What follows belongs to an exercise in optimizing a design on an open flow for small area; a production flow would make more cautious choices. At most, simulation tests tie the RTL to the original design; equivalence was not proved. Power figures rest on the tool's default switching activity, not on a simulated workload.

Design RISC_V_pp, start of the top module:
module RISC_V_pp (
    input clk,
    input rst_n,
    output [31:0] imem_addr,
    input  [31:0] imem_rdata,
    output [31:0] dmem_addr,
    output [31:0] dmem_wdata,
    output        dmem_we,
    input  [31:0] dmem_rdata
);
clock: 150.0 ns
lec_check: 0
cap_margin: 20
core_margin: 2
core_utilization: 60
cts_buf_list: sky130_fd_sc_hd__clkbuf_4
cts_cluster_diameter: 40
cts_cluster_size: 10
slew_margin: 20
run.sh (not shown) runs the stock make flow with config.mk's settings and CLKGATE_MAP_FILE= SYNTH_SCRIPT=/design/flow/synth_recipe.tcl, a recipe that flattens the netlist after the stock synthesis.
The starting point ran to the end with no violations.
Then changed:
==> flow/flow/run.sh (new file) <==
#!/bin/bash
# Standard layout, with the port buffers made from the smallest buffer cell.
cp standard.sh standard.sh.txt 2>/dev/null
export BUFFER_PORTS_ARGS="-buffer_cell sky130_fd_sc_hd__buf_1"
bash standard.sh > standard.log 2>&1
==> flow/standard.sh (new file) <==
#!/bin/bash
# synth_recipe.tcl (not shown) runs the flow's synth.tcl, then flattens the netlist and writes it again
# the make line also repeats each setting of config.mk as NAME=value (left out here)
make -C /OpenROAD-flow-scripts/flow DESIGN_CONFIG=/design/flow/config.mk WORK_HOME=/design/flow/orfs CLKGATE_MAP_FILE= SYNTH_SCRIPT=/design/flow/synth_recipe.tcl "${@:-finish}"
--- a/flow/config.mk
+++ b/flow/config.mk
@@ -9,6 +9,6 @@
 export CORE_MARGIN = 2
 export CORE_UTILIZATION = 60
-export CTS_BUF_LIST = sky130_fd_sc_hd__clkbuf_4
-export CTS_CLUSTER_DIAMETER = 40
-export CTS_CLUSTER_SIZE = 10
+export CTS_BUF_LIST = sky130_fd_sc_hd__clkbuf_8
+export CTS_CLUSTER_DIAMETER = 60
+export CTS_CLUSTER_SIZE = 16
 export SLEW_MARGIN = 20
removed: flow/run.sh
What happened: Synthesized cell count does not change. Design area fell by a few percent. Flip-flop and latch count is unchanged. Clock power fell by a few percent. Setup slack gets better by 0.50 ns. First-iteration DRC count rises by a little under a tenth. Via count fell by a few percent. Clock-buffer cell count shrinks by 81. Sequential share of layout area goes up by 2.5 points. Wire length barely changes.
No functional check of the RTL was part of any run of this note.

Another version of the RTL of RISC_V_pp (not shown whole).
Size: ~1100 flip-flops, roughly 160 I/O pins, ~30000 µm² of cells after synthesis.
==> flow/config.mk <==
export PLATFORM = sky130hd
export DESIGN_NAME = RISC_V_pp
export DESIGN_NICKNAME = RISC_V_pp
export VERILOG_FILES = /design/flow/design.v
export SDC_FILE = /design/flow/constraint.sdc
export NUM_CORES = 4
export LEC_CHECK = 0
export CAP_MARGIN = 5
export CORE_MARGIN = 2
export CORE_UTILIZATION = 70
export CTS_BUF_LIST = sky130_fd_sc_hd__clkbuf_8
export CTS_CLUSTER_DIAMETER = 50
export CTS_CLUSTER_SIZE = 20
export GPL_ROUTABILITY_DRIVEN = 0
export GPL_TIMING_DRIVEN = 0
export SLEW_MARGIN = 5
==> flow/constraint.sdc <==
create_clock -name core_clock -period 150.0 [get_ports {clk}]
set_input_delay 30.0000 -clock core_clock [delete_from_list [all_inputs] [get_ports {clk}]]
set_output_delay 30.0000 -clock core_clock [all_outputs]
set_load 0.01 [all_outputs]
standard.sh (not shown) runs the stock make flow with config.mk's settings and CLKGATE_MAP_FILE= SYNTH_SCRIPT=/design/flow/synth_recipe.tcl, a recipe that flattens the netlist after the stock synthesis.
==> flow/flow/run.sh <==
#!/bin/bash
# Standard layout (the standard.sh) with two changes: the port buffers
# use the smallest buffer cell, and CTS inserts no dummy loads.
export BUFFER_PORTS_ARGS="-buffer_cell sky130_fd_sc_hd__buf_1"
export CTS_ARGS="-sink_clustering_enable -repair_clock_nets -buf_list sky130_fd_sc_hd__clkbuf_8 -sink_clustering_size 20 -sink_clustering_max_diameter 50 -dont_use_dummy_load"
bash standard.sh > standard.log 2>&1
Edit:
==> flow/flow/run.sh (replaced) <==
#!/bin/bash
# Standard layout (the standard.sh) with two changes: the port buffers
# use the smallest buffer cell, and CTS inserts no dummy loads.
export BUFFER_PORTS_ARGS="-buffer_cell sky130_fd_sc_hd__buf_1"
export CTS_ARGS="-sink_clustering_enable -repair_clock_nets -buf_list sky130_fd_sc_hd__clkbuf_8 -sink_clustering_size 16 -sink_clustering_max_diameter 60 -dont_use_dummy_load"
bash standard.sh > standard.log 2>&1
- CAP_MARGIN: 5 -> 20
- CTS_CLUSTER_DIAMETER: 50 -> 60
- CTS_CLUSTER_SIZE: 20 -> 16
- GPL_ROUTABILITY_DRIVEN: 0 -> unset
- GPL_TIMING_DRIVEN: 0 -> unset
- SLEW_MARGIN: 5 -> 20
Outcome: Setup slack gets worse by 0.048 ns. Via count falls by about 1.7%. Critical path depth falls by 1.
Edit:
==> flow/flow/run.sh (replaced) <==
#!/bin/bash
# Standard layout (the standard.sh) with two changes: the port buffers
# use the smallest buffer cell, and CTS inserts no dummy loads.
export BUFFER_PORTS_ARGS="-buffer_cell sky130_fd_sc_hd__buf_1"
export CTS_ARGS="-sink_clustering_enable -repair_clock_nets -buf_list sky130_fd_sc_hd__clkbuf_8 -sink_clustering_size 22 -sink_clustering_max_diameter 50 -dont_use_dummy_load"
bash standard.sh > standard.log 2>&1
- CAP_MARGIN: 20 -> 5
- CTS_CLUSTER_DIAMETER: 60 -> 50
- CTS_CLUSTER_SIZE: 16 -> 22
- SLEW_MARGIN: 20 -> 5
Effect: The changed run produced a clean layout; maximum frequency stays flat; wire length hardly moves; first-iteration DRC count increases by 7.2%; non-clock buffer count does not change.
Edit:
==> flow/flow/run.sh (replaced) <==
#!/bin/bash
# Standard layout (the standard.sh) with two changes: the port buffers
# use the smallest buffer cell, and CTS inserts no dummy loads.
export BUFFER_PORTS_ARGS="-buffer_cell sky130_fd_sc_hd__buf_1"
export CTS_ARGS="-sink_clustering_enable -repair_clock_nets -buf_list sky130_fd_sc_hd__clkbuf_16 -sink_clustering_size 30 -sink_clustering_max_diameter 40 -dont_use_dummy_load"
bash standard.sh > standard.log 2>&1
- CTS_BUF_LIST: sky130_fd_sc_hd__clkbuf_8 -> sky130_fd_sc_hd__clkbuf_16
- CTS_CLUSTER_DIAMETER: 50 -> 40
- CTS_CLUSTER_SIZE: 22 -> 30
Effect: Sequential share of layout area decreases by 3.2 points. Global-route usage increases by 5.2 points. Via count increases by 7.6%. Area after synthesis stays the same. Power came out higher by 14%. Cell area grows by 4.4%. Setup slack gains 0.053 ns. Die area stays the same.
Edit:
==> flow/flow/run.sh (replaced) <==
#!/bin/bash
# Standard layout (the standard.sh) with two changes: the port buffers
# use the smallest buffer cell, and CTS inserts no dummy loads.
export BUFFER_PORTS_ARGS="-buffer_cell sky130_fd_sc_hd__buf_1"
export CTS_ARGS="-sink_clustering_enable -repair_clock_nets -buf_list sky130_fd_sc_hd__clkbuf_8 -sink_clustering_size 20 -sink_clustering_max_diameter 50 -dont_use_dummy_load"
bash standard.sh > standard.log 2>&1
- CAP_MARGIN: 5 -> 0
- CTS_BUF_LIST: sky130_fd_sc_hd__clkbuf_16 -> sky130_fd_sc_hd__clkbuf_8
- CTS_CLUSTER_DIAMETER: 40 -> 50
- CTS_CLUSTER_SIZE: 30 -> 20
- SLEW_MARGIN: 5 -> 0
The new run completed with no timing, DRC or antenna violations.
First-iteration DRC count went down by 17%.
Global-route usage went down by 4.8 points.
Combinational power went down by about 6%.
Synthesized cell count is unchanged.
Synthesized area does not change.

-- port drivers added, routing unchanged --
In the flow no input, the clock included, has a driving cell. The finished layouts below were timed again as built, in two steps. Step 1 assumes that a clkbuf_16 drives the clock port and a buf_2 every other input. Step 2 times the ports against the registers' clock, not the clock port: input delays grow and output delays shrink by t, the midpoint of the rising clock arrivals with the driver on. a / b / c = no drivers / after step 1 / after step 2; a / b = the first two.
run | t, ns | setup WS [ns] | worst setup path at the end | slew at the worst register clock pin (ns) | pins driven straight from the clock port
the first run of note 1 | 1.014 | 71.166 / 71.138 / 71.138 | input to output | 0.12 / 0.12 | 1
the second run of note 1 | 0.764 | 71.671 / 71.592 / 71.592 | input to output | 0.11 / 0.11 | 1
the first run of note 2 | 0.698 | 88.844 / 88.794 / 88.794 | input to output | 0.12 / 0.12 | 1
the second run of note 2 | 0.692 | 88.796 / 88.771 / 88.771 | input to output | 0.10 / 0.10 | 1
the third run of note 2 | 0.679 | 88.740 / 88.715 / 88.715 | input to output | 0.12 / 0.12 | 1
the fourth run of note 2 | 0.673 | 88.794 / 88.769 / 88.769 | input to output | 0.10 / 0.10 | 1
the fifth run of note 2 | 0.666 | 88.785 / 88.759 / 88.759 | input to output | 0.12 / 0.12 | 1
After both steps every run listed still meets setup and hold. The setup slack of the second run of note 1, which loses most, moves by -0.079 ns with the drivers and by -0.079 ns with both steps.
